Context: an optimization exercise on an open-source flow, tuned for small area and a short achievable clock period. The choices shown serve that exercise and are no tape-out recipe. Only simulation tests tie the RTL to the original design; equivalence was not proved. No activity file was given, so power comes from the tool's default toggle rates.

--- flow/config.mk ---
export PLATFORM = sky130hd
export DESIGN_NAME = CPU
export DESIGN_NICKNAME = CPU
export VERILOG_FILES = /design/flow/design.v
export SDC_FILE = /design/flow/constraint.sdc
export NUM_CORES = 4
export LEC_CHECK = 0
export ABC_AREA = 1
export CAP_MARGIN = 20
export CORE_MARGIN = 2
export CORE_UTILIZATION = 65
export CTS_BUF_LIST = sky130_fd_sc_hd__clkbuf_4 sky130_fd_sc_hd__clkbuf_8
export CTS_CLUSTER_DIAMETER = 100
export CTS_CLUSTER_SIZE = 14
export PLACE_DENSITY = 0.8
export SLEW_MARGIN = 20
export TNS_END_PERCENT = 10
--- flow/constraint.sdc ---
create_clock -name core_clock -period 36.0 [get_ports {clk}]
set_input_delay 7.2000 -clock core_clock [delete_from_list [all_inputs] [get_ports {clk}]]
set_output_delay 7.2000 -clock core_clock [all_outputs]
set_load 0.01 [all_outputs]
--- flow/design.v ---
module ArithmeticLU(
  input [18:0] r1,
  input [18:0] r2,
  input [4:0] Opcode,
  output reg [18:0] r3
);
  wire sub = Opcode == 5'b00010;
  wire inc = Opcode == 5'b00101;
  wire dec = Opcode == 5'b00110;
  wire [18:0] y = (inc | dec) ? {19{dec}} : (sub ? ~r2 : r2);
  wire [18:0] sum = r1 + y + {18'b0, sub | inc};
  wire [18:0] product;
  Mul19 mul(.A(r1), .B(r2), .P(product));
  always @(*)
    case (Opcode)
      5'b00001, 5'b00010, 5'b00101, 5'b00110: r3 = sum;
      5'b00011: r3 = product;
      5'b00111: r3 = r1 & r2;
      5'b01000: r3 = r1 | r2;
      5'b01001: r3 = r1 ^ r2;
      5'b01010: r3 = ~r1;
      default:  r3 = r1;
    endcase
endmodule
module SubGe #(parameter W = 1, parameter FAST = 0) (
  input [W-1:0] Y,
  input [W-1:0] K,
  output ge,
  output [W-1:0] d
);
  generate
    if (FAST) begin : f
      SubGeBK #(.W(W)) s(.Y(Y), .K(K), .ge(ge), .d(d));
    end else begin : r
      wire [W:0] c;    
      assign c[0] = 1'b0;
      genvar i;
      for (i = 0; i < W; i = i + 1) begin : b
        assign c[i+1] = (~Y[i] & K[i]) | ((~Y[i] | K[i]) & c[i]);
      end
      assign ge = ~c[W];
      assign d = K ^ c[W-1:0];
    end
  endgenerate
endmodule
module SubGeBK #(parameter W = 1) (
  input [W-1:0] Y,
  input [W-1:0] K,
  output ge,
  output [W-1:0] d
);
  wire [W-1:0] g [0:10];
  wire [W-1:0] p [0:10];
  assign g[0] = ~Y & K;
  assign p[0] = ~Y | K;
  genvar l, i;
  generate
    for (l = 0; l < 5; l = l + 1) begin : up
      for (i = 0; i < W; i = i + 1) begin : b
        if (((i + 1) % (2 << l)) == 0) begin : c
          assign g[l+1][i] = g[l][i] | (p[l][i] & g[l][i - (1 << l)]);
          assign p[l+1][i] = p[l][i] & p[l][i - (1 << l)];
        end else begin : n
          assign g[l+1][i] = g[l][i];
          assign p[l+1][i] = p[l][i];
        end
      end
    end
    for (l = 0; l < 5; l = l + 1) begin : dn
      for (i = 0; i < W; i = i + 1) begin : b
        if (((i + 1) % (1 << (4 - l))) == ((1 << (4 - l)) >> 1) && (i + 1) > (1 << (4 - l)) && l < 4) begin : c
          assign g[l+6][i] = g[l+5][i] | (p[l+5][i] & g[l+5][i - ((1 << (4 - l)) >> 1)]);
          assign p[l+6][i] = p[l+5][i] & p[l+5][i - ((1 << (4 - l)) >> 1)];
        end else begin : n
          assign g[l+6][i] = g[l+5][i];
          assign p[l+6][i] = p[l+5][i];
        end
      end
    end
    if (W == 1) begin : w1
      assign d = K;
    end else begin : wn
      assign d = K ^ {g[10][W-2:0], 1'b0};
    end
  endgenerate
  assign ge = ~g[10][W-1];
endmodule
module DivStep #(parameter S = 0, parameter RW = 0) (
  input [18:0] P,
  input a,
  input [18:0] B,
  output [18:0] Po,
  output q
);
  localparam W = S + 1;
  wire [W-1:0] X;
  wire hz;
  generate
    if (S == 0) begin : g0
      assign X = a;
    end else begin : gn
      assign X = {P[S-1:0], a};
    end
    if (S == 18) begin : h18
      assign hz = 1'b1;
    end else begin : hn
      assign hz = ~|B[18:S+1];
    end
  endgenerate
  wire ge;
  wire [W-1:0] d;
  SubGe #(.W(W), .FAST(W > RW)) sub(.Y(X), .K(B[S:0]), .ge(ge), .d(d));
  assign q = hz & ge;
  wire [W-1:0] r = X ^ ({W{q}} & d);
  generate
    if (S == 18) begin : o18
      assign Po = r;
    end else begin : on
      assign Po = {{(18-S){1'b0}}, r};
    end
  endgenerate
endmodule
module DivSteps #(parameter FIRST = 0, parameter LAST = 19, parameter RW = 0) (
  input [18:0] P,
  input [18:0] AQ,
  input [18:0] B,
  output [18:0] Po,
  output [18:0] AQo
);
  wire [18:0] p [FIRST:LAST];
  wire [18:0] aq [FIRST:LAST];
  assign p[FIRST] = P;
  assign aq[FIRST] = AQ;
  genvar s;
  generate
    for (s = FIRST; s < LAST; s = s + 1) begin : st
      wire q;
      DivStep #(.S(s), .RW(RW)) step(.P(p[s]), .a(aq[s][18]), .B(B), .Po(p[s+1]), .q(q));
      assign aq[s+1] = {aq[s][17:0], q};
    end
  endgenerate
  assign Po = p[LAST];
  assign AQo = aq[LAST];
endmodule
module Mul19(input [18:0] A, input [18:0] B, output [18:0] P);
  wire [20:0] b = {2'b0, B};
  wire [9:0] one, two, neg;
  wire [18:0] pp0, pp1, pp2, pp3, pp4, pp5, pp6, pp7, pp8, pp9;
  genvar i;
  generate for (i = 0; i < 10; i = i + 1) begin : enc
    wire b2 = b[2*i+1];
    wire b1 = b[2*i];
    if (i == 0) begin : z
      assign one[i] = b1;
      assign two[i] = b2 & ~b1;
    end else begin : nz
      wire b0 = b[2*i-1];
      assign one[i] = b1 ^ b0;
      assign two[i] = (b2 & ~b1 & ~b0) | (~b2 & b1 & b0);
    end
    assign neg[i] = b2;
  end endgenerate
  assign pp0[18:0] = (({19{one[0]}} & A[18:0]) | ({19{two[0]}} & {A[17:0], 1'b0})) ^ {19{neg[0]}};
  assign pp1[16:0] = (({17{one[1]}} & A[16:0]) | ({17{two[1]}} & {A[15:0], 1'b0})) ^ {17{neg[1]}};
  assign pp1[18:17] = 2'b0;
  assign pp2[14:0] = (({15{one[2]}} & A[14:0]) | ({15{two[2]}} & {A[13:0], 1'b0})) ^ {15{neg[2]}};
  assign pp2[18:15] = 4'b0;
  assign pp3[12:0] = (({13{one[3]}} & A[12:0]) | ({13{two[3]}} & {A[11:0], 1'b0})) ^ {13{neg[3]}};
  assign pp3[18:13] = 6'b0;
  assign pp4[10:0] = (({11{one[4]}} & A[10:0]) | ({11{two[4]}} & {A[9:0], 1'b0})) ^ {11{neg[4]}};
  assign pp4[18:11] = 8'b0;
  assign pp5[8:0] = (({9{one[5]}} & A[8:0]) | ({9{two[5]}} & {A[7:0], 1'b0})) ^ {9{neg[5]}};
  assign pp5[18:9] = 10'b0;
  assign pp6[6:0] = (({7{one[6]}} & A[6:0]) | ({7{two[6]}} & {A[5:0], 1'b0})) ^ {7{neg[6]}};
  assign pp6[18:7] = 12'b0;
  assign pp7[4:0] = (({5{one[7]}} & A[4:0]) | ({5{two[7]}} & {A[3:0], 1'b0})) ^ {5{neg[7]}};
  assign pp7[18:5] = 14'b0;
  assign pp8[2:0] = (({3{one[8]}} & A[2:0]) | ({3{two[8]}} & {A[1:0], 1'b0})) ^ {3{neg[8]}};
  assign pp8[18:3] = 16'b0;
  assign pp9[0] = (one[9] & A[0]) ^ neg[9];
  assign pp9[18:1] = 18'b0;
  wire w1, w2, w3, w4, w5, w6, w7, w8, w9, w10, w11, w12, w13, w14, w15, w16, w17, w18, w19, w20, w21, w22, w23, w24, w25, w26, w27, w28, w29, w30, w31, w32, w33, w34, w35, w36, w37, w38, w39, w40, w41, w42, w43, w44, w45, w46, w47, w48, w49, w50, w51, w52, w53, w54, w55, w56, w57, w58, w59, w60, w61, w62, w63, w64, w65, w66, w67, w68, w69, w70, w71, w72, w73, w74, w75, w76, w77, w78, w79, w80, w81, w82, w83, w84, w85, w86, w87, w88, w89, w90, w91, w92, w93, w94, w95, w96, w97, w98, w99, w100, w101, w102, w103, w104, w105, w106, w107, w108, w109, w110, w111, w112, w113, w114, w115, w116, w117, w118, w119, w120, w121, w122, w123, w124, w125, w126, w127, w128, w129, w130, w131, w132, w133, w134, w135, w136, w137, w138, w139, w140, w141, w142, w143, w144, w145, w146, w147, w148, w149, w150, w151, w152, w153;
  assign w1 = pp0[16] ^ pp1[14];
  assign w2 = pp0[16] & pp1[14];
  assign w3 = pp0[17] ^ pp1[15];
  assign w4 = pp0[17] & pp1[15];
  assign w5 = pp0[18] ^ pp1[16] ^ pp2[14];
  assign w6 = pp3[12] ^ pp4[10];
  assign w7 = pp0[10] ^ pp1[8];
  assign w8 = pp0[10] & pp1[8];
  assign w9 = pp0[11] ^ pp1[9];
  assign w10 = pp0[11] & pp1[9];
  assign w11 = pp0[12] ^ pp1[10] ^ pp2[8];
  assign w12 = (pp0[12] & pp1[10]) | (pp0[12] & pp2[8]) | (pp1[10] & pp2[8]);
  assign w13 = pp3[6] ^ pp4[4];
  assign w14 = pp3[6] & pp4[4];
  assign w15 = pp0[13] ^ pp1[11] ^ pp2[9];
  assign w16 = (pp0[13] & pp1[11]) | (pp0[13] & pp2[9]) | (pp1[11] & pp2[9]);
  assign w17 = pp3[7] ^ pp4[5];
  assign w18 = pp3[7] & pp4[5];
  assign w19 = pp0[14] ^ pp1[12] ^ pp2[10];
  assign w20 = (pp0[14] & pp1[12]) | (pp0[14] & pp2[10]) | (pp1[12] & pp2[10]);
  assign w21 = pp3[8] ^ pp4[6] ^ pp5[4];
  assign w22 = (pp3[8] & pp4[6]) | (pp3[8] & pp5[4]) | (pp4[6] & pp5[4]);
  assign w23 = pp6[2] ^ pp7[0];
  assign w24 = pp6[2] & pp7[0];
  assign w25 = pp0[15] ^ pp1[13] ^ pp2[11];
  assign w26 = (pp0[15] & pp1[13]) | (pp0[15] & pp2[11]) | (pp1[13] & pp2[11]);
  assign w27 = pp3[9] ^ pp4[7] ^ pp5[5];
  assign w28 = (pp3[9] & pp4[7]) | (pp3[9] & pp5[5]) | (pp4[7] & pp5[5]);
  assign w29 = pp6[3] ^ pp7[1];
  assign w30 = pp6[3] & pp7[1];
  assign w31 = pp2[12] ^ pp3[10] ^ pp4[8];
  assign w32 = (pp2[12] & pp3[10]) | (pp2[12] & pp4[8]) | (pp3[10] & pp4[8]);
  assign w33 = pp5[6] ^ pp6[4] ^ pp7[2];
  assign w34 = (pp5[6] & pp6[4]) | (pp5[6] & pp7[2]) | (pp6[4] & pp7[2]);
  assign w35 = pp8[0] ^ neg[8] ^ w1;
  assign w36 = (pp8[0] & neg[8]) | (pp8[0] & w1) | (neg[8] & w1);
  assign w37 = pp2[13] ^ pp3[11] ^ pp4[9];
  assign w38 = (pp2[13] & pp3[11]) | (pp2[13] & pp4[9]) | (pp3[11] & pp4[9]);
  assign w39 = pp5[7] ^ pp6[5] ^ pp7[3];
  assign w40 = (pp5[7] & pp6[5]) | (pp5[7] & pp7[3]) | (pp6[5] & pp7[3]);
  assign w41 = pp8[1] ^ w3 ^ w2;
  assign w42 = (pp8[1] & w3) | (pp8[1] & w2) | (w3 & w2);
  assign w43 = pp5[8] ^ pp6[6] ^ pp7[4];
  assign w44 = pp8[2] ^ pp9[0] ^ neg[9];
  assign w45 = w5 ^ w6 ^ w4;
  assign w46 = pp0[6] ^ pp1[4];
  assign w47 = pp0[6] & pp1[4];
  assign w48 = pp0[7] ^ pp1[5];
  assign w49 = pp0[7] & pp1[5];
  assign w50 = pp0[8] ^ pp1[6] ^ pp2[4];
  assign w51 = (pp0[8] & pp1[6]) | (pp0[8] & pp2[4]) | (pp1[6] & pp2[4]);
  assign w52 = pp3[2] ^ pp4[0];
  assign w53 = pp3[2] & pp4[0];
  assign w54 = pp0[9] ^ pp1[7] ^ pp2[5];
  assign w55 = (pp0[9] & pp1[7]) | (pp0[9] & pp2[5]) | (pp1[7] & pp2[5]);
  assign w56 = pp3[3] ^ pp4[1];
  assign w57 = pp3[3] & pp4[1];
  assign w58 = pp2[6] ^ pp3[4] ^ pp4[2];
  assign w59 = (pp2[6] & pp3[4]) | (pp2[6] & pp4[2]) | (pp3[4] & pp4[2]);
  assign w60 = pp5[0] ^ neg[5] ^ w7;
  assign w61 = (pp5[0] & neg[5]) | (pp5[0] & w7) | (neg[5] & w7);
  assign w62 = pp2[7] ^ pp3[5] ^ pp4[3];
  assign w63 = (pp2[7] & pp3[5]) | (pp2[7] & pp4[3]) | (pp3[5] & pp4[3]);
  assign w64 = pp5[1] ^ w9 ^ w8;
  assign w65 = (pp5[1] & w9) | (pp5[1] & w8) | (w9 & w8);
  assign w66 = pp5[2] ^ pp6[0] ^ neg[6];
  assign w67 = (pp5[2] & pp6[0]) | (pp5[2] & neg[6]) | (pp6[0] & neg[6]);
  assign w68 = w11 ^ w13 ^ w10;
  assign w69 = (w11 & w13) | (w11 & w10) | (w13 & w10);
  assign w70 = pp5[3] ^ pp6[1] ^ w15;
  assign w71 = (pp5[3] & pp6[1]) | (pp5[3] & w15) | (pp6[1] & w15);
  assign w72 = w17 ^ w12 ^ w14;
  assign w73 = (w17 & w12) | (w17 & w14) | (w12 & w14);
  assign w74 = neg[7] ^ w19 ^ w21;
  assign w75 = (neg[7] & w19) | (neg[7] & w21) | (w19 & w21);
  assign w76 = w23 ^ w16 ^ w18;
  assign w77 = (w23 & w16) | (w23 & w18) | (w16 & w18);
  assign w78 = w25 ^ w27 ^ w29;
  assign w79 = (w25 & w27) | (w25 & w29) | (w27 & w29);
  assign w80 = w20 ^ w22 ^ w24;
  assign w81 = (w20 & w22) | (w20 & w24) | (w22 & w24);
  assign w82 = w31 ^ w33 ^ w35;
  assign w83 = (w31 & w33) | (w31 & w35) | (w33 & w35);
  assign w84 = w26 ^ w28 ^ w30;
  assign w85 = (w26 & w28) | (w26 & w30) | (w28 & w30);
  assign w86 = w37 ^ w39 ^ w41;
  assign w87 = (w37 & w39) | (w37 & w41) | (w39 & w41);
  assign w88 = w32 ^ w34 ^ w36;
  assign w89 = (w32 & w34) | (w32 & w36) | (w34 & w36);
  assign w90 = w43 ^ w44 ^ w45;
  assign w91 = w38 ^ w40 ^ w42;
  assign w92 = pp0[4] ^ pp1[2];
  assign w93 = pp0[4] & pp1[2];
  assign w94 = pp0[5] ^ pp1[3];
  assign w95 = pp0[5] & pp1[3];
  assign w96 = pp2[2] ^ pp3[0] ^ neg[3];
  assign w97 = (pp2[2] & pp3[0]) | (pp2[2] & neg[3]) | (pp3[0] & neg[3]);
  assign w98 = pp2[3] ^ pp3[1] ^ w48;
  assign w99 = (pp2[3] & pp3[1]) | (pp2[3] & w48) | (pp3[1] & w48);
  assign w100 = neg[4] ^ w50 ^ w52;
  assign w101 = (neg[4] & w50) | (neg[4] & w52) | (w50 & w52);
  assign w102 = w54 ^ w56 ^ w51;
  assign w103 = (w54 & w56) | (w54 & w51) | (w56 & w51);
  assign w104 = w58 ^ w60 ^ w55;
  assign w105 = (w58 & w60) | (w58 & w55) | (w60 & w55);
  assign w106 = w62 ^ w64 ^ w59;
  assign w107 = (w62 & w64) | (w62 & w59) | (w64 & w59);
  assign w108 = w66 ^ w68 ^ w63;
  assign w109 = (w66 & w68) | (w66 & w63) | (w68 & w63);
  assign w110 = w70 ^ w72 ^ w67;
  assign w111 = (w70 & w72) | (w70 & w67) | (w72 & w67);
  assign w112 = w74 ^ w76 ^ w71;
  assign w113 = (w74 & w76) | (w74 & w71) | (w76 & w71);
  assign w114 = w78 ^ w80 ^ w75;
  assign w115 = (w78 & w80) | (w78 & w75) | (w80 & w75);
  assign w116 = w82 ^ w84 ^ w79;
  assign w117 = (w82 & w84) | (w82 & w79) | (w84 & w79);
  assign w118 = w86 ^ w88 ^ w83;
  assign w119 = (w86 & w88) | (w86 & w83) | (w88 & w83);
  assign w120 = w90 ^ w91 ^ w87;
  assign w121 = pp0[2] ^ pp1[0];
  assign w122 = pp0[2] & pp1[0];
  assign w123 = pp0[3] ^ pp1[1];
  assign w124 = pp0[3] & pp1[1];
  assign w125 = pp2[0] ^ neg[2] ^ w92;
  assign w126 = (pp2[0] & neg[2]) | (pp2[0] & w92) | (neg[2] & w92);
  assign w127 = pp2[1] ^ w94 ^ w93;
  assign w128 = (pp2[1] & w94) | (pp2[1] & w93) | (w94 & w93);
  assign w129 = w46 ^ w96 ^ w95;
  assign w130 = (w46 & w96) | (w46 & w95) | (w96 & w95);
  assign w131 = w47 ^ w98 ^ w97;
  assign w132 = (w47 & w98) | (w47 & w97) | (w98 & w97);
  assign w133 = w49 ^ w100 ^ w99;
  assign w134 = (w49 & w100) | (w49 & w99) | (w100 & w99);
  assign w135 = w53 ^ w102 ^ w101;
  assign w136 = (w53 & w102) | (w53 & w101) | (w102 & w101);
  assign w137 = w57 ^ w104 ^ w103;
  assign w138 = (w57 & w104) | (w57 & w103) | (w104 & w103);
  assign w139 = w61 ^ w106 ^ w105;
  assign w140 = (w61 & w106) | (w61 & w105) | (w106 & w105);
  assign w141 = w65 ^ w108 ^ w107;
  assign w142 = (w65 & w108) | (w65 & w107) | (w108 & w107);
  assign w143 = w69 ^ w110 ^ w109;
  assign w144 = (w69 & w110) | (w69 & w109) | (w110 & w109);
  assign w145 = w73 ^ w112 ^ w111;
  assign w146 = (w73 & w112) | (w73 & w111) | (w112 & w111);
  assign w147 = w77 ^ w114 ^ w113;
  assign w148 = (w77 & w114) | (w77 & w113) | (w114 & w113);
  assign w149 = w81 ^ w116 ^ w115;
  assign w150 = (w81 & w116) | (w81 & w115) | (w116 & w115);
  assign w151 = w85 ^ w118 ^ w117;
  assign w152 = (w85 & w118) | (w85 & w117) | (w118 & w117);
  assign w153 = w89 ^ w120 ^ w119;
  wire [18:0] r0 = {w153, w151, w149, w147, w145, w143, w141, w139, w137, w135, w133, w131, w129, w127, w125, w123, neg[1], pp0[1], pp0[0]};
  wire [18:0] r1 = {w152, w150, w148, w146, w144, w142, w140, w138, w136, w134, w132, w130, w128, w126, w124, w122, w121, 1'b0, neg[0]};
  AddBK #(.W(19)) add(.X(r0), .Y(r1), .S(P));
endmodule
module AddBK #(parameter W = 19) (
  input [W-1:0] X,
  input [W-1:0] Y,
  output [W-1:0] S
);
  wire [W-1:0] g [0:10];
  wire [W-1:0] p [0:10];
  assign g[0] = X & Y;
  assign p[0] = X | Y;
  genvar l, i;
  generate
    for (l = 0; l < 5; l = l + 1) begin : up
      for (i = 0; i < W; i = i + 1) begin : b
        if (((i + 1) % (2 << l)) == 0) begin : c
          assign g[l+1][i] = g[l][i] | (p[l][i] & g[l][i - (1 << l)]);
          assign p[l+1][i] = p[l][i] & p[l][i - (1 << l)];
        end else begin : n
          assign g[l+1][i] = g[l][i];
          assign p[l+1][i] = p[l][i];
        end
      end
    end
    for (l = 0; l < 5; l = l + 1) begin : dn
      for (i = 0; i < W; i = i + 1) begin : b
        if (((i + 1) % (1 << (4 - l))) == ((1 << (4 - l)) >> 1) && (i + 1) > (1 << (4 - l)) && l < 4) begin : c
          assign g[l+6][i] = g[l+5][i] | (p[l+5][i] & g[l+5][i - ((1 << (4 - l)) >> 1)]);
          assign p[l+6][i] = p[l+5][i] & p[l+5][i - ((1 << (4 - l)) >> 1)];
        end else begin : n
          assign g[l+6][i] = g[l+5][i];
          assign p[l+6][i] = p[l+5][i];
        end
      end
    end
  endgenerate
  assign S = X ^ Y ^ {g[10][W-2:0], 1'b0};
endmodule
module ControlUnit(
  input [4:0] Opcode,
  output register_write,
  output is_div,
  output is_load,
  output is_store,
  output sel_res,      
  output branch,
  output jump,         
  output call,
  output ret
);
  assign is_div   = Opcode == 5'b00100;
  assign is_load  = Opcode == 5'b10000;
  assign is_store = Opcode == 5'b10001;
  assign branch   = Opcode == 5'b01011 || Opcode == 5'b01100;
  assign jump     = Opcode == 5'b01101 || Opcode == 5'b01110;
  assign call     = Opcode == 5'b01110;
  assign ret      = Opcode == 5'b01111;
  assign sel_res  = (Opcode >= 5'b00001 && Opcode <= 5'b01101 && !is_div) || is_store;
  assign register_write = (Opcode >= 5'b00001 && Opcode <= 5'b01010) || is_load ||
                          Opcode == 5'b10010 || Opcode == 5'b10011 || Opcode == 5'b10100;
endmodule
module MemoryInterface(
  input clk,
  input reset,
  input [3:0] address,
  input [18:0] write_data,
  input memory_write,
  output [18:0] read_data
);
  reg [18:0] memory [0:15];
  reg [15:0] valid;
  assign read_data = valid[address] ? memory[address] : 19'b0;
  always @(posedge clk)
    if (memory_write)
      memory[address] <= write_data;
  integer i;
  always @(posedge clk or posedge reset)
    if (reset)
      valid <= 16'b0;
    else
      for (i = 0; i < 16; i = i + 1)
        if (memory_write && address == i)
          valid[i] <= 1'b1;
endmodule
module RegisterFile(
  input clk,
  input reset,
  input [7:0] r1, r2,
  input [2:0] r3,
  input [18:0] write_data,
  input register_write,
  output [18:0] read_data1,
  output [18:0] read_data2
);
  reg [18:0] registers [0:7];
  reg [7:0] valid;
  wire [18:0] d1 [0:8];
  wire [18:0] d2 [0:8];
  assign d1[0] = 19'b0;
  assign d2[0] = 19'b0;
  genvar g;
  generate
    for (g = 0; g < 8; g = g + 1) begin : rd
      assign d1[g+1] = d1[g] | (registers[g] & {19{r1[g] & valid[g]}});
      assign d2[g+1] = d2[g] | (registers[g] & {19{r2[g] & valid[g]}});
    end
  endgenerate
  assign read_data1 = d1[8];
  assign read_data2 = d2[8];
  integer i;
  always @(posedge clk)
    if (register_write)
      registers[r3] <= write_data;
  always @(posedge clk or posedge reset)
    if (reset)
      valid <= 8'b0;
    else
      for (i = 0; i < 8; i = i + 1)
        if (register_write && r3 == i)
          valid[i] <= 1'b1;
endmodule
module CPU(
  input clk,
  input reset,
  input [18:0] instruction,
  output reg [18:0] r3,
  output [14:0] Pc
);
  localparam T1 = 8;
  localparam T2 = 14;
  localparam RW = 10;
  reg [14:0] Pc_register;
  reg [14:0] Link_register;
  assign Pc = Pc_register;
  wire [14:0] Pc_next = Pc_register + 15'd1;
  reg [4:0] If_Id_Opcode;
  reg [7:0] If_Id_rs1, If_Id_rs2;
  reg [2:0] If_Id_rd;
  reg [14:0] If_Id_Pc1;
  always @(posedge clk) begin
    If_Id_Opcode <= instruction[18:14];
    If_Id_rs1 <= 8'b1 << instruction[14:12];
    If_Id_rs2 <= 8'b1 << instruction[11:9];
    If_Id_rd <= instruction[8:6];
    If_Id_Pc1 <= Pc_next;
  end
  wire [4:0] id_op = If_Id_Opcode;
  reg [2:0] Memory_Wb_rd;
  reg Memory_Wb_write;
  wire [18:0] A, B;
  RegisterFile register_file(
    .clk(clk),
    .reset(reset),
    .r1(If_Id_rs1),
    .r2(If_Id_rs2),
    .r3(Memory_Wb_rd),
    .write_data(r3),
    .register_write(Memory_Wb_write),
    .read_data1(A),
    .read_data2(B)
  );
  wire id_register_write, id_div, id_load, id_store, id_sel_res, id_branch, id_jump, id_call, id_ret;
  ControlUnit control(
    .Opcode(id_op),
    .register_write(id_register_write),
    .is_div(id_div),
    .is_load(id_load),
    .is_store(id_store),
    .sel_res(id_sel_res),
    .branch(id_branch),
    .jump(id_jump),
    .call(id_call),
    .ret(id_ret)
  );
  wire [18:0] id_P, id_AQ;
  DivSteps #(.FIRST(0), .LAST(T1), .RW(RW)) div1(.P(19'b0), .AQ(A), .B(B), .Po(id_P), .AQo(id_AQ));
  reg [18:0] Id_Ex_B, Id_Ex_P, Id_Ex_AQ;
  reg [18:19-T1] Id_Ex_A_high;    
  reg [4:0] Id_Ex_Opcode;
  reg [2:0] Id_Ex_rd;
  reg Id_Ex_register_write, Id_Ex_div, Id_Ex_load, Id_Ex_store, Id_Ex_sel_res;
  reg Id_Ex_take, Id_Ex_call, Id_Ex_ret;
  always @(posedge clk) begin
    Id_Ex_A_high <= A[18:19-T1];
    Id_Ex_Opcode <= id_op;
    Id_Ex_B <= B;
    Id_Ex_P <= id_P;
    Id_Ex_AQ <= id_AQ;
    Id_Ex_rd <= If_Id_rd;
    Id_Ex_register_write <= id_register_write;
    Id_Ex_div <= id_div;
    Id_Ex_load <= id_load;
    Id_Ex_store <= id_store;
    Id_Ex_sel_res <= id_sel_res;
    Id_Ex_take <= id_jump | (id_branch && A == B);
    Id_Ex_call <= id_call;
    Id_Ex_ret <= id_ret;
  end
  wire [18:0] Id_Ex_A = {Id_Ex_A_high, Id_Ex_AQ[18:T1]};
  always @(posedge clk or posedge reset)
    if (reset)
      Pc_register <= 15'b0;
    else if (Id_Ex_ret)
      Pc_register <= Link_register;
    else if (Id_Ex_take)
      Pc_register <= Id_Ex_A[14:0];
    else
      Pc_register <= Pc_next;
  reg reset_seen;    
  always @(posedge clk or posedge reset)
    if (reset)
      reset_seen <= 1'b1;
    else
      reset_seen <= 1'b0;
  always @(posedge clk or posedge reset)
    if (reset)
      Link_register <= 15'b0;
    else if (id_call)
      Link_register <= If_Id_Pc1;
    else if (reset_seen && Id_Ex_call)
      Link_register <= 15'd1;
  wire [18:0] ex_res;
  ArithmeticLU alu(.r1(Id_Ex_A), .r2(Id_Ex_B), .Opcode(Id_Ex_Opcode), .r3(ex_res));
  wire [18:0] ex_P, ex_AQ;
  DivSteps #(.FIRST(T1), .LAST(T2), .RW(RW)) div2(.P(Id_Ex_P), .AQ(Id_Ex_AQ), .B(Id_Ex_B), .Po(ex_P), .AQo(ex_AQ));
  reg [18:0] Ex_Memory_B, Ex_Memory_P, Ex_Memory_AQ;
  reg [2:0] Ex_Memory_rd;
  reg Ex_Memory_register_write, Ex_Memory_div, Ex_Memory_load, Ex_Memory_store, Ex_Memory_sel_res;
  always @(posedge clk) begin
    Ex_Memory_B <= Id_Ex_B;
    Ex_Memory_P <= ex_P;
    Ex_Memory_AQ <= Id_Ex_div ? ex_AQ : ex_res;
    Ex_Memory_rd <= Id_Ex_rd;
    Ex_Memory_register_write <= Id_Ex_register_write;
    Ex_Memory_div <= Id_Ex_div;
    Ex_Memory_load <= Id_Ex_load;
    Ex_Memory_store <= Id_Ex_store;
    Ex_Memory_sel_res <= Id_Ex_sel_res;
  end
  wire [18:0] Ex_Memory_res = Ex_Memory_AQ;
  wire [18:0] memory_data;
  MemoryInterface memory_interface(
    .clk(clk),
    .reset(reset),
    .address(Ex_Memory_res[3:0]),
    .write_data(Ex_Memory_B),
    .memory_write(Ex_Memory_store),
    .read_data(memory_data)
  );
  wire [18:0] mem_P, quotient;
  DivSteps #(.FIRST(T2), .LAST(19), .RW(RW)) div3(.P(Ex_Memory_P), .AQ(Ex_Memory_AQ), .B(Ex_Memory_B), .Po(mem_P), .AQo(quotient));
  wire sel_div = Ex_Memory_div && Ex_Memory_B != 19'b0;    
  always @(posedge clk) begin
    r3 <= ({19{sel_div}} & quotient) |
          ({19{Ex_Memory_load}} & memory_data) |
          ({19{Ex_Memory_sel_res}} & Ex_Memory_res);
    Memory_Wb_rd <= Ex_Memory_rd;
    Memory_Wb_write <= Ex_Memory_register_write;
  end
endmodule
--- flow/flow/run.sh ---
#!/bin/bash
# Standard ORFS layout (the standard.sh, standard synthesis unchanged), with
# two changes to how the layout is made:
#  - port buffers are buf_2 cells instead of the resizer's default delay cells;
#  - timing repair aims for the slack the design can reach at its real speed
#    (a setup margin), so it upsizes the slowest paths.
# The clock period, I/O delays and loads are the design's (constraint.sdc).
set -euo pipefail
export BUFFER_PORTS_ARGS="-buffer_cell sky130_fd_sc_hd__buf_2"
export SETUP_SLACK_MARGIN=27.5
bash standard.sh > standard.log 2>&1
--- flow/standard.sh ---
#!/bin/bash
# synth_recipe.tcl (not shown) runs the flow's synth.tcl, then flattens the netlist and writes it again
# the make line also repeats each setting of config.mk as NAME=value (left out here)
make -C /OpenROAD-flow-scripts/flow DESIGN_CONFIG=/design/flow/config.mk WORK_HOME=/design/flow/orfs CLKGATE_MAP_FILE= SYNTH_SCRIPT=/design/flow/synth_recipe.tcl "${@:-finish}"
==> impl_metrics.csv, run 1 <==
group,metric,value,unit
outcome,status,"complete, no violations",
logic_synthesis,synthSimpleGateAreaFrac,25.59,%
grt,grt_busiest_layer,"met2",
final_layout,final_util,70.82,%
floorplan,fp.dieH,260.1,um
grt,grtUsageMet3,5.780,%
setup_path,worst_path_max_delay_cell,"dfxtp_4",
place,routabilityCongestion,0.9910,
power,power.leakage,19.85,nW
final_layout,fillCellCount,4992,
grt,met2_usage,57.98,%
floorplan,die_x,260.1,um
sta,fin_crit,8525,ps
sta,relSlewSlack,8.191,%
grt,grt.overflow.total,0,
place,post-dp-hpwl,86.56,mm
logic_synthesis,syn_avg_cell_area,8.391,um2
clock_network,clk_path_buf_depth,3,
final_layout,fin_nets,5308,
floorplan,start_util,65.91,%
power,p_per_area,88.25,nW/um2
sta,worst_slew_pin_slew,1359,ps
sta,finalCritPeriodShare,23.68,%
logic_synthesis,synth_edf_count,456,
drt,drc_errors,0,
drt,vias,37570,
sta,drv_slew,0,
grt,groute.usage.overall,36.62,%
grt,antenna_found_initial,6,
drt,routed_via_density,6.242,
logic_synthesis,synthXorXnorAreaFrac,4.756,%
floorplan,fp-row-count,93,
power,ir_drop,0.0001731,V
grt,grt_pass1_vias,33940,
setup_path,cp-start-kind,"flip-flop",
setup_path,crit_chain,"buf_2",
drt,drtIter0Drc,4951,
final_layout,area_growth,7.444,%
floorplan,pin_count,55,
clock_network,cts_tree,"yes",
logic_synthesis,syn-cell-area,42640,um2
sta,setup_tns,0,ps
sta,setup_viol,0,
setup_path,worstSetupPathType,"flip-flop to primary output",
hold_path,hold_class,"flip-flop to flip-flop",
logic_synthesis,synth_compound_area_share,11.11,%
logic_synthesis,yosys_warnings,17,
logic_synthesis,syn_nets,5275,
clock_network,hold_buffers,0,
sta,rsz0062_at_grt,"true",
setup_path,worstPathArrival,1320,ps
clock_network,cts_sinks,703,
setup_path,worst-path-max-fanout,9,
logic_synthesis,ys_seq_area_share,44.35,%
drt,wl_per_cell,21.14,um
clock_network,path_clk_slew,90,ps
grt,grt_max_degree,79,
setup_path,worst_path_largest_cell_delay,440,ps
sta,fmax,0.1173,GHz
logic_synthesis,synth_top_flop_cell,"edfxtp_1",
setup_path,cp_top_family,"flip-flops",
logic_synthesis,synth_cell_types,80,
drt,wirelength,127.2,mm
final_layout,drive_gt1_share,12.05,%
setup_path,crit_buf_inv,1,
logic_synthesis,synth_mux_area_share,0.02641,%
clock_network,clock_latency,720,ps
floorplan,fp.dieArea,67670,um2
floorplan,core,64700,um2
clock_network,root_buffer,"clkbuf_8",
setup_path,required,28800,ps
sta,skew,68.24,ps
clock_network,htree_levels,2,
job,cap_violations,0,
drt,first_pass_iters,8,
drt,ant_nets,0,
setup_path,end_kind,"primary output",
logic_synthesis,synth_top_family_by_area,"simple AND/OR/NAND/NOR gates",
clock_network,cts_made_buffers,57,
place,port_buffers,48,
grt,met1_usage,49.18,%
logic_synthesis,synth-seq-cells,703,
grt,grt_pass1_wl,191.1,mm
logic_synthesis,synthAdderAreaFrac,6.173,%
logic_synthesis,synthCells,5082,
sta,hold_violations,0,
logic_synthesis,async_reset_ff_share,7.824,%
-- placed cells by master (no fill, tap or decap), drive strengths merged, types with 61 or more instances in the layout --
cell type	Yosys	layout
a21oi	95	96
a22oi	83	83
a31oi	78	78
buf	68	177
clkbuf	140	101
dfxtp	192	192
edfxtp	456	456
fa	61	61
ha	111	111
inv	607	604
nand2	1249	1252
nand3	602	602
nand4	128	128
nor2	304	304
o21ai	229	229
o22ai	132	132
xor2	207	207
-- final cells by class --
class | instances | area, um2 | area share [%]
antenna | 3 | 7.507 | 0.01638
clock buffer | 100 | 1114 | 2.430
clock inverter | 5 | 60.06 | 0.1311
inverter | 634 | 2467 | 5.385
multi-input combinational | 3541 | 20780 | 45.35
sequential | 703 | 19010 | 41.49
tap | 855 | 1070 | 2.335
timing repair buffer | 178 | 1311 | 2.862
-- report_power, final --
group / total [mW] / switching, mW / internal [mW]
registers: 1.04 / 0.0930 / 0.944
clock network: 0.459 / 0.263 / 0.196
logic: 2.55 / 1.63 / 0.920
total: 4.04 / 1.98 / 2.06
-- routing by layer --
| metal | vias to the layer above | part of all wire, % |
|---|---|---|
| met5 | - | 0.010 |
| met4 | 2 | 5.7 |
| met3 | 429 | 11 |
| met2 | 2327 | 45 |
| met1 | 17480 | 38 |
| li1 | 17330 | - |
-- final timing paths --
| check | slack, ps | to | cells after the start | start |
|---|---|---|---|---|
| setup reg to reg | 27960 | Ex_Memory_P[3] | 56 | Id_Ex_B[17] |
| setup / recovery | 27480 | r3[17] | 1 | r3[17] |
| min in group asynchronous | 6740 | register_file.valid[0] | 3 | reset |
| max in group asynchronous | 28700 | memory_interface.valid[13] | 3 | reset |
| hold / removal | 330 | Id_Ex_rd[1] | 0 | If_Id_rd[1] |
| hold reg to reg | 330 | Id_Ex_rd[1] | 0 | If_Id_rd[1] |
-- flip-flops by register name (all words and copies together), names as in the netlist, 14 cells and up --
register and cells:
register_file.registers 152, If_Id_Pc1 15, Id_Ex_B 19, Ex_Memory_B 19, memory_interface.memory 304, r3 19
Ex_Memory_P 14, Pc_register 15, Link_register 15, memory_interface.valid 16, Ex_Memory_AQ 19, Id_Ex_AQ 19
-- what timing repair did --
action                     CTS  global route
resized for setup           27           132
cloned                       0             5
pin swaps                    0            17
setup buffers                0            47
setup endpoints to repair   44            53
-- stage by stage --
step / instance area [um2] / hold slack [ps] / cells / total power, mW / worst slack, ps
floorplan: 42650 / 309.6 / 5082 / 2.842 / 28240
global placement: 43660 / 310.5 / 5859 / 3.405 / 26970
detailed placement: 43660 / 312.1 / 5859 / 3.463 / 26810
CTS: 44870 / 336.9 / 5964 / 3.922 / 27390
global route: 45820 / 346.6 / 6018 / 4.373 / 27380
finish: 45820 / 331.8 / 6019 / 4.043 / 27480
-- cell usage after synthesis, drive strengths merged (4+ instances only) --
cell type | instances | area share, %
a2111oi | 6 | 0.12
a211oi | 10 | 0.18
a21boi | 5 | 0.12
a21oi | 95 | 1.2
a221oi | 28 | 0.58
a22oi | 83 | 1.5
a31oi | 78 | 1.1
and2 | 4 | 0.059
buf | 68 | 1.1
clkbuf | 140 | 1.3
clkinv | 27 | 0.24
dfrtp | 54 | 3.2
dfxtp | 192 | 9.0
edfxtp | 456 | 32
fa | 61 | 2.9
ha | 111 | 3.3
inv | 607 | 5.4
nand2 | 1249 | 12
nand3 | 602 | 7.6
nand3b | 12 | 0.21
nand4 | 128 | 1.9
nor2 | 304 | 2.8
nor3 | 37 | 0.47
nor4 | 12 | 0.22
o2111ai | 6 | 0.12
o211ai | 17 | 0.30
o21ai | 229 | 2.8
o21bai | 11 | 0.20
o221ai | 7 | 0.14
o22ai | 132 | 1.9
o41ai | 20 | 0.41
or2 | 32 | 0.47
xnor2 | 22 | 0.45
xor2 | 207 | 4.3
-- cells by family (layout without fill, tap and decap cells) --
family                   count (synthesis)  after routing
AND/OR/NAND/NOR                       2387           2390
AO/OA/AOI/OAI                          745            746
other                                    1              4
buffers and inverters                  842            917
adder cells (fa/ha/maj)                174            174
XOR/XNOR                               229            229
multiplexers                             1              1
flip-flops                             703            703
==> run 2: changes to the inputs <==
--- a/flow/config.mk
+++ b/flow/config.mk
@@ -9,9 +9,9 @@
 export CAP_MARGIN = 20
 export CORE_MARGIN = 2
 export CORE_UTILIZATION = 65
-export CTS_BUF_LIST = sky130_fd_sc_hd__clkbuf_4 sky130_fd_sc_hd__clkbuf_8
-export CTS_CLUSTER_DIAMETER = 100
-export CTS_CLUSTER_SIZE = 14
+export CTS_BUF_LIST = sky130_fd_sc_hd__clkbuf_16
+export CTS_CLUSTER_DIAMETER = 80
+export CTS_CLUSTER_SIZE = 20
 export PLACE_DENSITY = 0.8
 export SLEW_MARGIN = 20
 export TNS_END_PERCENT = 10
==> run 2 against run 1 <==
  * Still clean
  * Die area unchanged
  * Clock power up 11%
  * Cell count is 0.52% lower
  * Core utilization grew 0.12 points
  * Total power rose by 1.1%
  * Worst setup slack got worse by 110 ps
  * Final area increased by 0.17%
  * Sequential share of layout area down 0.21 points
  * Largest cell class unchanged
  * Largest power group unchanged
  * Highest routed layer unchanged
==> impl_metrics.csv, run 2 <==
group,metric,value,unit
sta,skew,38.75,ps
setup_path,startpoint,"r3[14]",
place,port_buffers,48,
power,ir_drop,0.0001738,V
logic_synthesis,yosys_warnings,17,
final_layout,top_register,"memory_interface.memory",
hold_path,hp-start,"Id_Ex_store",
place,dp_slack,26810,ps
setup_path,worst_path_largest_cell_delay,570,ps
power,p_switching,1.994,mW
sta,fin_crit,8630,ps
sta,worst_slew_pin_slew,1290,ps
power,power_frac_comb,62.2,%
clock_network,clock_latency,620,ps
logic_synthesis,synth-seq-cells,703,
grt,grt.overflow.total,0,
grt,grt_max_degree,79,
logic_synthesis,syn_avg_cell_area,8.391,um2
setup_path,cp-start-kind,"flip-flop",
setup_path,end_kind,"primary output",
setup_path,r2r_slack,28010,ps
logic_synthesis,ys_seq_area_share,44.35,%
logic_synthesis,synth_edf_count,456,
setup_path,endpoint,"r3[14]",
final_layout,layout_commonest_cell,"nand2_1",
sta,fmax,0.1159,GHz
sta,relSlewSlack,12.87,%
logic_synthesis,synth_area_leaders,"edfxtp_1, nand2_1, dfxtp_1",
hold_path,hold_class,"flip-flop to flip-flop",
power,power.leakage,19.95,nW
floorplan,fp.dieH,260.1,um
logic_synthesis,syn_nets,5275,
sta,setup_viol,0,
clock_network,cts_sinks,703,
logic_synthesis,yosys.area.top_type,"edfxtp_1",
floorplan,fp.dieArea,67670,um2
clock_network,root_buffer,"clkbuf_16",
logic_synthesis,yosysMostFrequentCell,"nand2_1",
power,intPower,2.092,mW
drt,wirelength,127.2,mm
grt,grt_pass1_wl,191.4,mm
sta,hold_violations,0,
logic_synthesis,synthCells,5082,
setup_path,worst_path_max_delay_cell,"dfxtp_1",
setup_path,worstPathArrival,1430,ps
grt,groute.usage.overall,36.64,%
sta,rsz0062_at_grt,"true",
job,cap_violations,0,
logic_synthesis,synth_cell_types,80,
logic_synthesis,syn-cell-area,42640,um2
floorplan,start_util,65.91,%
setup_path,worstSetupPathDepth,1,
final_layout,mostFrequentLayoutCells,"nand2_1, inv_1, nand3_1",
logic_synthesis,synth_top_area_share,32.11,%
place,post-dp-hpwl,86.56,mm
power,p_seq_share,25.3,%
clock_network,cts_tree,"yes",
power,power_frac_clock,12.5,%
grt,grt_pass1_vias,33850,
final_layout,largest_reg_flops,304,
setup_path,cp_top_family,"flip-flops",
floorplan,core,64700,um2
logic_synthesis,synth_top_flop_cell,"edfxtp_1",
setup_path,worst-path-max-fanout,9,
final_layout,final_util,70.94,%
floorplan,fp-row-count,93,
setup_path,crit_chain,"buf_2",
clock_network,clk_path_buf_depth,3,
grt,antenna_found_initial,4,
drt,first_pass_iters,8,
sta,finalCritPeriodShare,23.97,%
power,p_per_area,89.03,nW/um2
setup_path,r2r_cells,57,
logic_synthesis,async_reset_ff_share,7.824,%
logic_synthesis,synthTopCellsByCount,"nand2_1, inv_1, nand3_1, edfxtp_1, nor2_1",
drt,routed_via_density,6.267,
clock_network,htree_levels,2,
sta,worst_slack,27370,ps
setup_path,worstSetupPathType,"flip-flop to primary output",
outcome,status,"complete, no violations",
clock_network,path_clk_slew,80,ps
setup_path,crit_buf_inv,1,
power,finalPower,4.086,mW
sta,setup_tns,0,ps
hold_path,worstHoldPathCells,0,
sta,drv_slew,0,
setup_path,required,28800,ps
setup_path,r2r_start,"Id_Ex_B[17]",
final_layout,reg_top3,"memory_interface.memory x304, register_file.registers x152",
power,switching_share,48.81,%
drt,ant_nets,0,
drt,drtIter0Drc,5349,
final_layout,fin_nets,5291,
floorplan,die_x,260.1,um
drt,drc_errors,0,
setup_path,timing.rr.end,"Ex_Memory_P[5]",
drt,vias,37530,
drt,wl_per_cell,21.23,um
floorplan,pin_count,55,
place,routabilityCongestion,0.9910,
final_layout,area_growth,7.632,%
final_layout,drive_gt1_share,10.64,%
clock_network,cts_made_buffers,43,
-- run 2: cell count changes in the layout (fill, tap and decap cells not counted), moves of 3 or more --
cell and change:
buf_4 -5, clkbuf_16 +45, clkbuf_4 -42, clkbuf_8 -58, dfxtp_1 +17, dfxtp_4 -16
inv_1 +28, inv_8 -3, o21ai_1 -3
-- run 2: repair_timing --
| item | CTS | global route |
|---|---|---|
| setup buffers | 0 | 42 |
| setup endpoints to repair | 34 | 45 |
| hold buffers | 0 | 0 |
| gates resized for setup | 10 | 106 |
| pin swaps | 0 | 17 |
| cloned | 0 | 6 |
-- run 2: area by class of cell --
class                      count  area (um2)
sequential                   703       18950
clock buffer                  44        1101
multi-input combinational   3541       20750
tap                          855        1070
antenna                        1       2.502
fill                        4949       18800
timing repair buffer         175        1314
clock inverter                35       242.7
inverter                     634        2470
-- run 2: stage by stage --
stage,hold WS (ps),cells,area [um2]
finish,321.1,5988,45900
global route,336.0,5987,45900
CTS,324.7,5938,45020
detailed placement,312.1,5859,43660
global placement,310.5,5859,43660
floorplan,309.6,5082,42650
-- run 2: power by group through the flow --
stage               clock [mW]  combinational, mW  sequential (mW)
global placement             0               2.36             1.04
detailed placement           0               2.42             1.05
global route             0.536               2.83             1.04
floorplan                    0               1.83             1.01
CTS                      0.508               2.43             1.03
finish                   0.509               2.54             1.04
-- run 2: worst reg2reg max path: cells and delay by family (launching register included) --
family	cells	cell delay, ps
AO/OA/AOI/OAI	6	1320
XOR/XNOR	1	260
adder cells (fa/ha/maj)	1	290
buffers and inverters	4	570
flip-flops	1	660
AND/OR/NAND/NOR	45	4820
-- run 2: worst min-delay path by stage --
stage / to / slack (ps)
final: Ex_Memory_store / 320
after CTS: Ex_Memory_store / 320
after global placement: Ex_Memory_load / 310
after floorplan: Ex_Memory_load / 310
after detailed placement: Ex_Memory_sel_res / 310
after global routing: Ex_Memory_store / 340
-- run 2: metal layers --
layer  up-vias  part of all wire [%]  track usage [%]  wire [um]
li1      17310                     -                -          -
met1     17440                    38            49.45      48400
met2      2316                    45            57.99      56620
met3       455                    11            5.702      14440
met4         2                   6.0            17.95       7681
met5         -                0.0087                0         11
-- run 2: cells by family (layout without fill, tap and decap cells) --
group / count (synthesis) / after routing / synth area share [%]
AOI/OAI and AO/OA: 745 / 746 / 11.11
xor gates and xnor gates: 229 / 229 / 4.756
adders and majority gates: 174 / 174 / 6.173
buffers and inverters: 842 / 888 / 7.981
DFF: 703 / 703 / 44.35
muxes: 1 / 1 / 0.02641
other: 1 / 2 / 0.008794
and+or+nand+nor: 2387 / 2390 / 25.59
==> run 3: changes to the inputs <==
--- a/flow/config.mk
+++ b/flow/config.mk
@@ -8,10 +8,10 @@
 export ABC_AREA = 1
 export CAP_MARGIN = 20
 export CORE_MARGIN = 2
-export CORE_UTILIZATION = 65
-export CTS_BUF_LIST = sky130_fd_sc_hd__clkbuf_16
+export CORE_UTILIZATION = 70
+export CTS_BUF_LIST = sky130_fd_sc_hd__clkbuf_4 sky130_fd_sc_hd__clkbuf_8
 export CTS_CLUSTER_DIAMETER = 80
-export CTS_CLUSTER_SIZE = 20
-export PLACE_DENSITY = 0.8
+export CTS_CLUSTER_SIZE = 12
+export PLACE_DENSITY = 0.85
 export SLEW_MARGIN = 20
 export TNS_END_PERCENT = 10
==> run 3 against run 2 <==
  * Register-to-register slack worse by 70 ps
  * Synthesized area stayed put
  * Total power is 3.5% higher
==> impl_metrics.csv, run 3 <==
group,metric,value,unit
outcome,status,"complete, no violations",
sta,rsz0062_at_grt,"true",
grt,grt_pass1_wl,192.7,mm
logic_synthesis,synth_area_leaders,"edfxtp_1, nand2_1, dfxtp_1",
final_layout,fin_nets,5340,
setup_path,startpoint,"r3[13]",
floorplan,fp-row-count,90,
setup_path,r2r_start,"Ex_Memory_B[1]",
logic_synthesis,syn_nets,5275,
floorplan,fp.dieArea,62910,um2
floorplan,pin_count,55,
setup_path,worstSetupPathDepth,1,
setup_path,required,28800,ps
clock_network,path_clk_slew,80,ps
clock_network,clock_latency,680,ps
sta,fmax,0.1169,GHz
floorplan,core,60250,um2
place,port_buffers,48,
logic_synthesis,yosys_warnings,17,
setup_path,r2r_cells,63,
hold_path,worstHoldPathCells,0,
drt,drtIter0Drc,5096,
logic_synthesis,synth_compound_area_share,11.11,%
grt,grt_pass1_vias,35280,
final_layout,reg_top3,"memory_interface.memory x304, register_file.registers x152",
logic_synthesis,synth_top_area_share,32.11,%
clock_network,root_buffer,"clkbuf_8",
logic_synthesis,syn-cell-area,42640,um2
sta,relSlewSlack,21.96,%
final_layout,largest_reg_flops,304,
drt,routed_via_density,6.432,
setup_path,timing.rr.end,"r3[0]",
hold_path,holdPathEnd,"Id_Ex_rd[0]",
setup_path,cp_top_family,"flip-flops",
final_layout,fillCellCount,4137,
final_layout,final_cell_area,46150,um2
logic_synthesis,async_reset_ff_share,7.824,%
drt,wirelength,129.6,mm
grt,grt_max_degree,86,
place,post-dp-hpwl,85.01,mm
setup_path,worst_path_largest_cell_delay,490,ps
logic_synthesis,yosys.area.top_type,"edfxtp_1",
setup_path,worstPathArrival,1350,ps
logic_synthesis,synth_edf_count,456,
logic_synthesis,syn_avg_cell_area,8.391,um2
grt,met2_usage,61.87,%
logic_synthesis,synthAdderAreaFrac,6.173,%
clock_network,htree_levels,3,
floorplan,start_util,70.78,%
final_layout,top_register,"memory_interface.memory",
logic_synthesis,synth_cell_types,80,
drt,vias,38440,
grt,grt.overflow.total,0,
grt,grtUsageMet3,8.439,%
logic_synthesis,synth-seq-cells,703,
sta,worst_slew_pin_slew,1156,ps
final_layout,layout_commonest_cell,"nand2_1",
power,power.leakage,20.04,nW
sta,drv_slew,0,
job,cap_violations,0,
hold_path,hp-start,"If_Id_rd[0]",
drt,wl_per_cell,21.68,um
sta,fin_crit,8553,ps
setup_path,worst-path-max-fanout,9,
final_layout,drive_gt1_share,12.76,%
clock_network,cts_sinks,703,
power,ir_drop,0.0001992,V
grt,grt_busiest_layer,"met2",
clock_network,cts_tree,"yes",
drt,ant_nets,0,
place,routabilityCongestion,0.9764,
logic_synthesis,synth_top_family_by_area,"simple AND/OR/NAND/NOR gates",
logic_synthesis,synthSimpleGateAreaFrac,25.59,%
sta,hold_violations,0,
sta,finalCritPeriodShare,23.76,%
logic_synthesis,synth_mux_area_share,0.02641,%
drt,drc_errors,0,
setup_path,worstSetupPathType,"flip-flop to primary output",
setup_path,cp-start-kind,"flip-flop",
final_layout,mostFrequentLayoutCells,"nand2_1, inv_1, nand3_1",
grt,antenna_found_initial,6,
hold_path,hold_class,"flip-flop to flip-flop",
logic_synthesis,yosysMostFrequentCell,"nand2_1",
grt,met1_usage,51.50,%
logic_synthesis,synthCells,5082,
sta,setup_viol,0,
floorplan,die_x,250.8,um
floorplan,fp.dieH,250.8,um
power,p_per_area,91.65,nW/um2
setup_path,end_kind,"primary output",
place,placed_cell_area,43570,um2
drt,first_pass_iters,9,
clock_network,clk_path_buf_depth,3,
grt,groute.usage.overall,39.43,%
logic_synthesis,ys_seq_area_share,44.35,%
final_layout,area_growth,8.213,%
setup_path,crit_buf_inv,1,
setup_path,worst_path_max_delay_cell,"dfxtp_2",
clock_network,cts_made_buffers,70,
logic_synthesis,synthTopCellsByCount,"nand2_1, inv_1, nand3_1, edfxtp_1, nor2_1",
logic_synthesis,synth_top_flop_cell,"edfxtp_1",
setup_path,r2r_slack,27940,ps
logic_synthesis,synthXorXnorAreaFrac,4.756,%
sta,setup_tns,0,ps
setup_path,crit_chain,"buf_2",
sta,skew,40.06,ps
## run 3: cell types whose count changed in the layout (fill, tap and decap cells not counted), moves of 6 or more
cell	previous run	this run
nor2_1	263	257
inv_1	591	566
dfxtp_2	8	26
clkbuf_4	0	35
clkbuf_8	0	72
clkbuf_16	46	1
buf_4	116	130
nand3_2	39	45
dfxtp_1	178	160
## run 3: report_power, final
group / leakage [nW] / internal, mW / total, mW / switching, mW
sequential: 6.43 / 0.943 / 1.03 / 0.0834
combinational: 12.9 / 0.962 / 2.71 / 1.75
clock: 0.711 / 0.223 / 0.494 / 0.272
## run 3: metal layers
metal | part of all wire (%) | wire (um)
met5 | 0.041 | 53
met4 | 6.1 | 7946
met3 | 13 | 16490
met2 | 45 | 58200
met1 | 36 | 46860
## run 3: worst max path at each step
stage                                  end  slack (ps)
after CTS                           r3[15]       27380
final                               r3[13]       27450
after global placement      Ex_Memory_P[4]       26590
after global routing                 r3[0]       27270
after floorplan           Link_register[0]       28240
after detailed placement    Ex_Memory_P[4]       26390
## run 3: area by class of cell
type	instances	area [um2]	share of cell area (%)
inverters	634	2460	5.331
clock inverters	8	88.84	0.1925
multi-input cells	3543	20910	45.31
diodes	5	12.51	0.02711
clock buffers	106	1240	2.687
flip-flops and latches	703	18970	41.11
repair inverters	4	30.03	0.06507
repair buffers	191	1456	3.156
well taps	782	978.4	2.120
## run 3: timing repair
action,4_1_cts,5_1_grt
endpoints found under the setup margin,40,52
setup buffers,3,55
gates resized for setup,30,133
hold buffers,0,0
cloned,0,11
hold endpoints to repair,0,0
pin swaps,0,25
## run 3: kinds of logic (layout without fill, tap and decap cells)
| family | after synthesis | after routing |
|---|---|---|
| DFF | 703 | 703 |
| and+or+nand+nor | 2387 | 2391 |
| AOI/OAI and AO/OA | 745 | 747 |
| muxes | 1 | 1 |
| other | 1 | 6 |
| buffers and inverters | 842 | 943 |
| adders and majority gates | 174 | 174 |
| xor gates and xnor gates | 229 | 229 |
## run 3: per-stage QoR
stage	setup WS [ps]	std cells	power (mW)	utilization (%)	hold slack [ps]
finish	27450	5976	4.229	76.60	320.2
global route	27270	5973	4.506	76.58	326.5
CTS	27380	5905	4.017	74.66	319.2
detailed placement	26390	5788	3.524	72.32	312.1
global placement	26590	5788	3.447	72.32	311.8
floorplan	28240	5082	2.842	-	309.6

[port drivers added, routing unchanged]
The results above use ideal ports. As a check the final layouts listed here were re-extracted and re-timed, cells and wires unchanged. Step 1, drivers: a clkbuf_16 drives clk and a buf_2 each remaining input, both assumed. Step 2 adds t to the input delays and takes it off the output delays; t is the mean of the earliest and latest rising clock arrival at the registers after step 1. Input paths then give back, and output paths get back, about the clock's delay inside the block. Slacks: ideal / step 1 / step 2; pairs: ideal / step 1.
run | t (ns) | setup WS [ns] | hold slack, ns | cell pins on the clock port's net
run 1 | 0.757 | 27.475 / 27.407 / 27.958 | 0.332 / 0.332 / 0.332 | 1
run 2 | 0.674 | 27.370 / 27.300 / 27.974 | 0.321 / 0.321 / 0.321 | 1
run 3 | 0.732 | 27.447 / 27.384 / 27.939 | 0.320 / 0.320 / 0.320 | 1
After both steps every run listed still meets setup and hold.
